Source: an optimization exercise on an open RTL-to-GDS flow (aim: small area and a short achievable clock period). Production flows keep margins and buffers that such runs may drop. In this exercise RTL edits were held to simulation tests only and were not proved equivalent to the original. Power and IR drop assume default switching activity.

==> job 1542 <==
==> flow/design.v <==
module processador_pipeline_modular(
    input clock,
    input reset,
    output [31:0] imem_addr,
    input  [31:0] imem_data,
    output [31:0] dmem_addr,
    output [31:0] dmem_wdata,
    output        dmem_we,
    output        dmem_re,
    input  [31:0] dmem_rdata
);
    localparam NOP = 32'h00000013;
    reg  [31:0] pc;
    reg  [31:0] ifid_inst, ifid_pc;
    reg         ifid_st, ifid_br;    
    reg         idex_regwrite, idex_memread, idex_memwrite, idex_branch;
    reg  [4:0]  idex_rd;
    reg  [31:0] idex_rd1, idex_rd2;
    reg  [11:0] idex_imm;
    reg         idex_imm_s;
    reg  [31:0] idex_pc;
    reg         idex_a_m, idex_a_w, idex_a_r;           
    reg         idex_b_m, idex_b_w, idex_b_r, idex_b_i;  
    reg         idex_s_m, idex_s_w, idex_s_r;           
    reg         idex_add, idex_sub, idex_or, idex_srl, idex_and;
    reg  [31:0] exmem_alu, exmem_wdata;
    reg         exmem_ld;        
    reg  [4:0]  exmem_rd;
    reg         exmem_regwrite, exmem_memread, exmem_memwrite, exmem_taken;
    reg  [31:0] memwb_data;
    reg  [4:0]  memwb_rd;
    reg         memwb_regwrite;
    wire        wb_we = memwb_regwrite && (memwb_rd != 5'd0);
    wire [1023:0] rf_flat;
    wire [31:0]   rf_valid;
    assign rf_flat[31:0] = 32'b0;
    assign rf_valid[0]   = 1'b0;
    genvar g;
    generate
        for (g = 1; g < 32; g = g + 1) begin : g_reg
            reg [31:0] q;
            reg        v;
            always @(posedge clock)
                if (wb_we && (memwb_rd == g))
                    q <= memwb_data;
            always @(posedge clock or posedge reset)
                if (reset)
                    v <= 1'b0;
                else if (wb_we && (memwb_rd == g))
                    v <= 1'b1;
            assign rf_flat[32*g +: 32] = q;
            assign rf_valid[g] = v;
        end
    endgenerate
    wire [6:0] opcode = ifid_inst[6:0];
    wire [4:0] rs1    = ifid_inst[19:15];
    wire [4:0] rs2    = ifid_inst[24:20];
    wire [4:0] rd     = ifid_inst[11:7];
    wire [2:0] funct3 = ifid_inst[14:12];
    wire [6:0] funct7 = ifid_inst[31:25];
    wire is_r  = (opcode == 7'b0110011);
    wire is_ld = (opcode == 7'b0000011);
    wire is_ai = (opcode == 7'b0010011);
    wire is_st = ifid_st;
    wire is_br = ifid_br;
    wire id_regwrite = is_r | is_ld | is_ai;
    wire id_alusrc   = is_ld | is_ai | is_st;
    reg id_add, id_sub, id_or, id_srl, id_and;
    always @(*) begin
        id_add = 1'b0; id_sub = 1'b0; id_or = 1'b0; id_srl = 1'b0; id_and = 1'b0;
        if (is_br)
            id_sub = 1'b1;
        else if (is_ai)
            id_and = 1'b1;
        else if (is_r) begin
            case (funct3)
                3'b000: if (funct7 == 7'b0100000) id_sub = 1'b1; else id_add = 1'b1;
                3'b110: id_or = 1'b1;
                3'b101: if (funct7 == 7'b0000000) id_srl = 1'b1; else id_and = 1'b1;
                default: id_and = 1'b1;
            endcase
        end else
            id_add = 1'b1;
    end
    wire [11:0] id_imm = is_st ? {ifid_inst[31:25], ifid_inst[11:7]} :
                         is_br ? {ifid_inst[7], ifid_inst[30:25], ifid_inst[11:8], 1'b0} :
                                 ifid_inst[31:20];
    wire        v1 = rf_valid[rs1];
    wire        v2 = rf_valid[rs2];
    wire [31:0] sel1 = (32'b1 << rs1) & rf_valid;
    wire [31:0] sel2 = (32'b1 << rs2) & rf_valid;
    reg  [31:0] id_rd1, id_rd2;
    integer i;
    always @(*) begin
        id_rd1 = {27'b0, rs1 & {5{~v1}}};
        id_rd2 = {27'b0, rs2 & {5{~v2}}};
        for (i = 1; i < 32; i = i + 1) begin
            id_rd1 = id_rd1 | ({32{sel1[i]}} & rf_flat[32*i +: 32]);
            id_rd2 = id_rd2 | ({32{sel2[i]}} & rf_flat[32*i +: 32]);
        end
    end
    wire stall = idex_memread && (idex_rd != 5'd0) && ((idex_rd == rs1) || (idex_rd == rs2));
    wire m1 = idex_regwrite  && (idex_rd  != 5'd0) && (idex_rd  == rs1);
    wire w1 = exmem_regwrite && (exmem_rd != 5'd0) && (exmem_rd == rs1);
    wire m2 = idex_regwrite  && (idex_rd  != 5'd0) && (idex_rd  == rs2);
    wire w2 = exmem_regwrite && (exmem_rd != 5'd0) && (exmem_rd == rs2);
    wire [31:0] wb_data = memwb_data;
    wire [31:0] ex_a  = ({32{idex_a_m}} & exmem_alu) | ({32{idex_a_w}} & wb_data) | ({32{idex_a_r}} & idex_rd1);
    wire [31:0] ex_sd = ({32{idex_s_m}} & exmem_alu) | ({32{idex_s_w}} & wb_data) | ({32{idex_s_r}} & idex_rd2);
    wire [31:0] ex_b  = ({32{idex_b_m}} & exmem_alu) | ({32{idex_b_w}} & wb_data) | ({32{idex_b_r}} & idex_rd2) |
                        ({32{idex_b_i}} & {{20{idex_imm_s}}, idex_imm});
    wire [32:0] ex_sum33 = {ex_a, 1'b1} + {ex_b ^ {32{idex_sub}}, idex_sub};
    wire [31:0] ex_sum = ex_sum33[32:1];
    wire [31:0] ex_shr = (|ex_b[31:5]) ? 32'b0 : (ex_a >> ex_b[4:0]);
    wire [31:0] ex_res = ({32{idex_add | idex_sub}} & ex_sum) |
                         ({32{idex_or}}  & (ex_a | ex_b)) |
                         ({32{idex_and}} & (ex_a & ex_b)) |
                         ({32{idex_srl}} & ex_shr);
    wire ex_taken = idex_branch && (ex_a == ex_sd);
    wire taken = exmem_taken;
    assign dmem_addr  = exmem_alu;
    assign dmem_wdata = exmem_wdata;
    assign dmem_we    = exmem_memwrite;
    assign dmem_re    = exmem_memread;
    wire [31:0] mem_wb_next = exmem_ld ? dmem_rdata : exmem_alu;
    assign imem_addr = pc;
    always @(posedge clock or posedge reset) begin
        if (reset)
            pc <= 32'b0;
        else if (!stall)
            pc <= taken ? idex_pc + {{20{idex_imm_s}}, idex_imm} : pc + 32'd4;
    end
    always @(posedge clock or posedge reset) begin
        if (reset) begin
            ifid_inst <= NOP;
            ifid_pc   <= 32'b0;
            ifid_st   <= 1'b0;
            ifid_br   <= 1'b0;
        end else if (!stall) begin
            ifid_inst <= taken ? NOP : imem_data;
            ifid_pc   <= pc;
            ifid_st   <= !taken && (imem_data[6:0] == 7'b0100011);
            ifid_br   <= !taken && (imem_data[6:0] == 7'b1100011);
        end
    end
    always @(posedge clock or posedge reset) begin
        if (reset) begin
            idex_regwrite <= 1'b0; idex_memread <= 1'b0;
            idex_memwrite <= 1'b0; idex_branch  <= 1'b0;
        end else if (taken || stall) begin
            idex_regwrite <= 1'b0; idex_memread <= 1'b0;
            idex_memwrite <= 1'b0; idex_branch  <= 1'b0;
        end else begin
            idex_regwrite <= id_regwrite; idex_memread <= is_ld;
            idex_memwrite <= is_st;       idex_branch  <= is_br;
        end
    end
    always @(posedge clock)
        if (!(taken || stall)) begin
            idex_pc    <= ifid_pc;
            idex_imm   <= id_imm;
            idex_imm_s <= ifid_inst[31];
        end
    always @(posedge clock) begin
        idex_rd    <= rd;
        idex_rd1   <= id_rd1;
        idex_rd2   <= id_rd2;
        idex_a_m   <= m1;
        idex_a_w   <= !m1 && w1;
        idex_a_r   <= !m1 && !w1;
        idex_s_m   <= m2;
        idex_s_w   <= !m2 && w2;
        idex_s_r   <= !m2 && !w2;
        idex_b_m   <= !id_alusrc && m2;
        idex_b_w   <= !id_alusrc && !m2 && w2;
        idex_b_r   <= !id_alusrc && !m2 && !w2;
        idex_b_i   <= id_alusrc;
        idex_add   <= id_add;
        idex_sub   <= id_sub;
        idex_or    <= id_or;
        idex_srl   <= id_srl;
        idex_and   <= id_and;
    end
    always @(posedge clock or posedge reset) begin
        if (reset) begin
            exmem_regwrite <= 1'b0; exmem_memread <= 1'b0;
            exmem_memwrite <= 1'b0; exmem_taken   <= 1'b0;
        end else begin
            exmem_regwrite <= idex_regwrite; exmem_memread <= idex_memread;
            exmem_memwrite <= idex_memwrite; exmem_taken   <= ex_taken;
        end
    end
    always @(posedge clock) begin
        exmem_alu   <= ex_res;
        exmem_ld    <= idex_memread;
        exmem_wdata <= ex_sd;
        exmem_rd    <= idex_rd;
    end
    always @(posedge clock or posedge reset) begin
        if (reset)
            memwb_regwrite <= 1'b0;
        else
            memwb_regwrite <= exmem_regwrite;
    end
    always @(posedge clock) begin
        memwb_data <= mem_wb_next;
        memwb_rd   <= exmem_rd;
    end
endmodule
==> flow/flow/run.sh <==
#!/bin/bash
# Standard ORFS flow (the standard.sh) with a timing-driven repair margin,
# port buffers of a fixed drive, and a clock tree of large clusters without
# dummy loads. The full make output is kept in flow_make.log.
set -uo pipefail
bash standard.sh \
  SETUP_SLACK_MARGIN=9.3 \
  MATCH_CELL_FOOTPRINT=0 \
  "BUFFER_PORTS_ARGS=-buffer_cell sky130_fd_sc_hd__buf_2" \
  "CTS_ARGS=-sink_clustering_enable -repair_clock_nets -dont_use_dummy_load -buf_list sky130_fd_sc_hd__clkbuf_16 -sink_clustering_size 20 -sink_clustering_max_diameter 200" \
  finish > flow_make.log 2>&1
rc=$?
tail -20 flow_make.log
exit $rc
==> flow/standard.sh <==
#!/bin/bash
# synth_recipe.tcl (not shown) runs the flow's synth.tcl, then flattens the netlist and writes it again
# the make line also repeats each setting of config.mk as NAME=value (left out here)
make -C /OpenROAD-flow-scripts/flow DESIGN_CONFIG=/design/flow/config.mk WORK_HOME=/design/flow/orfs CLKGATE_MAP_FILE= SYNTH_SCRIPT=/design/flow/synth_recipe.tcl "${@:-finish}"
==> flow/config.mk <==
export PLATFORM = sky130hd
export DESIGN_NAME = processador_pipeline_modular
export DESIGN_NICKNAME = processador_pipeline_modular
export VERILOG_FILES = /design/flow/design.v
export SDC_FILE = /design/flow/constraint.sdc
export NUM_CORES = 4
export LEC_CHECK = 0
export CAP_MARGIN = 20
export CORE_MARGIN = 2
export CORE_UTILIZATION = 45
export SLEW_MARGIN = 20
==> flow/constraint.sdc <==
create_clock -name core_clock -period 13.0 [get_ports {clock}]
set_input_delay 2.6000 -clock core_clock [delete_from_list [all_inputs] [get_ports {clock}]]
set_output_delay 2.6000 -clock core_clock [all_outputs]
set_load 0.01 [all_outputs]
==> inputs of job 7513, as changes to job 1542 <==
--- a/flow/design.v
+++ b/flow/design.v
@@ -12,19 +12,17 @@
     localparam NOP = 32'h00000013;
     reg  [31:0] pc;
     reg  [31:0] ifid_inst, ifid_pc;
-    reg         ifid_st, ifid_br;    
     reg         idex_regwrite, idex_memread, idex_memwrite, idex_branch;
     reg  [4:0]  idex_rd;
     reg  [31:0] idex_rd1, idex_rd2;
     reg  [11:0] idex_imm;
     reg         idex_imm_s;
-    reg  [31:0] idex_pc;
+    reg  [31:0] idex_target;
     reg         idex_a_m, idex_a_w, idex_a_r;           
     reg         idex_b_m, idex_b_w, idex_b_r, idex_b_i;  
     reg         idex_s_m, idex_s_w, idex_s_r;           
     reg         idex_add, idex_sub, idex_or, idex_srl, idex_and;
     reg  [31:0] exmem_alu, exmem_wdata;
-    reg         exmem_ld;        
     reg  [4:0]  exmem_rd;
     reg         exmem_regwrite, exmem_memread, exmem_memwrite, exmem_taken;
     reg  [31:0] memwb_data;
@@ -61,8 +59,8 @@
     wire is_r  = (opcode == 7'b0110011);
     wire is_ld = (opcode == 7'b0000011);
     wire is_ai = (opcode == 7'b0010011);
-    wire is_st = ifid_st;
-    wire is_br = ifid_br;
+    wire is_st = (opcode == 7'b0100011);
+    wire is_br = (opcode == 7'b1100011);
     wire id_regwrite = is_r | is_ld | is_ai;
     wire id_alusrc   = is_ld | is_ai | is_st;
     reg id_add, id_sub, id_or, id_srl, id_and;
@@ -85,15 +83,14 @@
     wire [11:0] id_imm = is_st ? {ifid_inst[31:25], ifid_inst[11:7]} :
                          is_br ? {ifid_inst[7], ifid_inst[30:25], ifid_inst[11:8], 1'b0} :
                                  ifid_inst[31:20];
-    wire        v1 = rf_valid[rs1];
-    wire        v2 = rf_valid[rs2];
+    wire [31:0] id_imm32 = {{20{ifid_inst[31]}}, id_imm};
     wire [31:0] sel1 = (32'b1 << rs1) & rf_valid;
     wire [31:0] sel2 = (32'b1 << rs2) & rf_valid;
     reg  [31:0] id_rd1, id_rd2;
     integer i;
     always @(*) begin
-        id_rd1 = {27'b0, rs1 & {5{~v1}}};
-        id_rd2 = {27'b0, rs2 & {5{~v2}}};
+        id_rd1 = {27'b0, rs1 & {5{~|sel1}}};
+        id_rd2 = {27'b0, rs2 & {5{~|sel2}}};
         for (i = 1; i < 32; i = i + 1) begin
             id_rd1 = id_rd1 | ({32{sel1[i]}} & rf_flat[32*i +: 32]);
             id_rd2 = id_rd2 | ({32{sel2[i]}} & rf_flat[32*i +: 32]);
@@ -109,8 +106,7 @@
     wire [31:0] ex_sd = ({32{idex_s_m}} & exmem_alu) | ({32{idex_s_w}} & wb_data) | ({32{idex_s_r}} & idex_rd2);
     wire [31:0] ex_b  = ({32{idex_b_m}} & exmem_alu) | ({32{idex_b_w}} & wb_data) | ({32{idex_b_r}} & idex_rd2) |
                         ({32{idex_b_i}} & {{20{idex_imm_s}}, idex_imm});
-    wire [32:0] ex_sum33 = {ex_a, 1'b1} + {ex_b ^ {32{idex_sub}}, idex_sub};
-    wire [31:0] ex_sum = ex_sum33[32:1];
+    wire [31:0] ex_sum = ex_a + (ex_b ^ {32{idex_sub}}) + {31'b0, idex_sub};
     wire [31:0] ex_shr = (|ex_b[31:5]) ? 32'b0 : (ex_a >> ex_b[4:0]);
     wire [31:0] ex_res = ({32{idex_add | idex_sub}} & ex_sum) |
                          ({32{idex_or}}  & (ex_a | ex_b)) |
@@ -122,25 +118,21 @@
     assign dmem_wdata = exmem_wdata;
     assign dmem_we    = exmem_memwrite;
     assign dmem_re    = exmem_memread;
-    wire [31:0] mem_wb_next = exmem_ld ? dmem_rdata : exmem_alu;
+    wire [31:0] mem_wb_next = exmem_memread ? dmem_rdata : exmem_alu;
     assign imem_addr = pc;
     always @(posedge clock or posedge reset) begin
         if (reset)
             pc <= 32'b0;
         else if (!stall)
-            pc <= taken ? idex_pc + {{20{idex_imm_s}}, idex_imm} : pc + 32'd4;
+            pc <= taken ? idex_target : pc + 32'd4;
     end
     always @(posedge clock or posedge reset) begin
         if (reset) begin
             ifid_inst <= NOP;
             ifid_pc   <= 32'b0;
-            ifid_st   <= 1'b0;
-            ifid_br   <= 1'b0;
         end else if (!stall) begin
             ifid_inst <= taken ? NOP : imem_data;
             ifid_pc   <= pc;
-            ifid_st   <= !taken && (imem_data[6:0] == 7'b0100011);
-            ifid_br   <= !taken && (imem_data[6:0] == 7'b1100011);
         end
     end
     always @(posedge clock or posedge reset) begin
@@ -156,15 +148,14 @@
         end
     end
     always @(posedge clock)
-        if (!(taken || stall)) begin
-            idex_pc    <= ifid_pc;
-            idex_imm   <= id_imm;
-            idex_imm_s <= ifid_inst[31];
-        end
+        if (!(taken || stall))
+            idex_target <= ifid_pc + id_imm32;
     always @(posedge clock) begin
         idex_rd    <= rd;
         idex_rd1   <= id_rd1;
         idex_rd2   <= id_rd2;
+        idex_imm   <= id_imm;
+        idex_imm_s <= ifid_inst[31];
         idex_a_m   <= m1;
         idex_a_w   <= !m1 && w1;
         idex_a_r   <= !m1 && !w1;
@@ -192,7 +183,6 @@
     end
     always @(posedge clock) begin
         exmem_alu   <= ex_res;
-        exmem_ld    <= idex_memread;
         exmem_wdata <= ex_sd;
         exmem_rd    <= idex_rd;
     end
==> flow/run.sh (new file) <==
#!/bin/bash
# synth_recipe.tcl (not shown) runs the flow's synth.tcl, then flattens the netlist and writes it again
# the make line also repeats each setting of config.mk as NAME=value (left out here)
make -C /OpenROAD-flow-scripts/flow DESIGN_CONFIG=/design/flow/config.mk WORK_HOME=/design/flow/orfs CLKGATE_MAP_FILE= SYNTH_SCRIPT=/design/flow/synth_recipe.tcl finish
- CORE_UTILIZATION: 45 -> 40
removed: flow/flow/run.sh
removed: flow/standard.sh
==> inputs of job 5586, as changes to job 1542 <==
--- a/flow/design.v
+++ b/flow/design.v
@@ -11,7 +11,7 @@
 );
     localparam NOP = 32'h00000013;
     reg  [31:0] pc;
-    reg  [31:0] ifid_inst, ifid_pc;
+    reg  [31:0] ifid_inst;
     reg         ifid_st, ifid_br;    
     reg         idex_regwrite, idex_memread, idex_memwrite, idex_branch;
     reg  [4:0]  idex_rd;
@@ -133,12 +133,10 @@
     always @(posedge clock or posedge reset) begin
         if (reset) begin
             ifid_inst <= NOP;
-            ifid_pc   <= 32'b0;
             ifid_st   <= 1'b0;
             ifid_br   <= 1'b0;
         end else if (!stall) begin
             ifid_inst <= taken ? NOP : imem_data;
-            ifid_pc   <= pc;
             ifid_st   <= !taken && (imem_data[6:0] == 7'b0100011);
             ifid_br   <= !taken && (imem_data[6:0] == 7'b1100011);
         end
@@ -157,7 +155,7 @@
     end
     always @(posedge clock)
         if (!(taken || stall)) begin
-            idex_pc    <= ifid_pc;
+            idex_pc    <= pc - 32'd4;
             idex_imm   <= id_imm;
             idex_imm_s <= ifid_inst[31];
         end
==> run notes <==
The lowest non-clock buffer count belongs to job 7513, the highest to job 1542.
Of job 7513 and job 1542, job 1542 has the higher combinational power (gap about 30%, measured against job 1542).
The highest maximum frequency belongs to job 1542, the lowest to job 7513.
The highest wire length belongs to job 5586, the lowest to job 7513.
Clock skew: job 5586 is higher than job 1542 (0.058 ns).
Clock-buffer cell count, highest first: job 7513, job 1542, job 5586.
Of job 1542 and job 7513, job 7513 has the higher clock power (gap about 43%, measured against job 7513).
The highest die area belongs to job 7513, the lowest to job 5586.
Power: job 1542 is lower than job 7513 (16%).
==> figures <==
                                                                  job 1542       job 5586       job 7513
Non-clock inverter instance count of the final layout                   66             75             75
Data required time of the worst path                              10.40 ns       13.53 ns       13.71 ns
Leakage dissipation                                                25.1 nW        24.3 nW        25.3 nW
Post-CTS repair timing setup buffer count                              109            104              0
Post-route clock skew                                            0.0594 ns       0.117 ns      0.0465 ns
Critical Path End Type                                          output pin       register       register
Largest net degree at the start of global routing                       76            103             85
Max Freq                                                           256 MHz        256 MHz        182 MHz
Start point of the critical path                                     pc[2]  ifid_inst[16]  memwb_data[0]
Area share of the leading cell type in the synthesized netlist       0.509          0.514          0.509
GR Util met1                                                         0.527          0.504          0.462
Total track usage                                                    0.403          0.407          0.360
Met1 wire length                                                   99.9 mm        97.6 mm        99.7 mm
Async set-or-reset flop fraction in the synthesized netlist          0.101         0.0795         0.0998
Clock latency at the later pin of the worst-skew pair              0.75 ns        0.75 ns        0.82 ns
Run status                                no timing/DRC/antenna violations  no timing/DRC/antenna violations  no timing/DRC/antenna violations
Met2 Use GR                                                          0.552          0.580          0.499
Finished Core Util                                                   0.507          0.509          0.465
Std-Cell Core Area                                              135000 um2     134000 um2     150000 um2

[what the ideal ports hide]
No port has a modelled driver above. Below, the same layouts with a new extraction and two added sets of constraints. Step 1, drivers: a clkbuf_16 drives clock and a buf_2 each remaining input, both assumed. Step 2 also shifts input and output timing later by t, the mid clock arrival at the registers, as if the neighbouring blocks saw the same clock. Three values: ideal ports, drivers, drivers and shift; two values: the first two.
run	t (ns)	setup WS [ns]	hold WS [ns]	latest minus earliest clock arrival (ns)	worst register clock-pin slew, ns
job 1542	0.778	9.100 / 9.021 / 8.997	0.366 / 0.366 / 0.366	0.093 / 0.092	0.10 / 0.10
job 7513	0.877	7.511 / 7.511 / 7.511	0.381 / 0.381 / 0.381	0.047 / 0.047	0.07 / 0.07
job 5586	0.764	9.098 / 9.054 / 8.903	0.367 / 0.367 / 0.367	0.124 / 0.124	0.10 / 0.10
After both steps every run listed still meets setup and hold. For job 5586, which loses most, drivers alone change the setup slack by -0.044 ns; drivers and shift together by -0.195 ns. The worst setup slack also covers recovery checks on asynchronous resets.
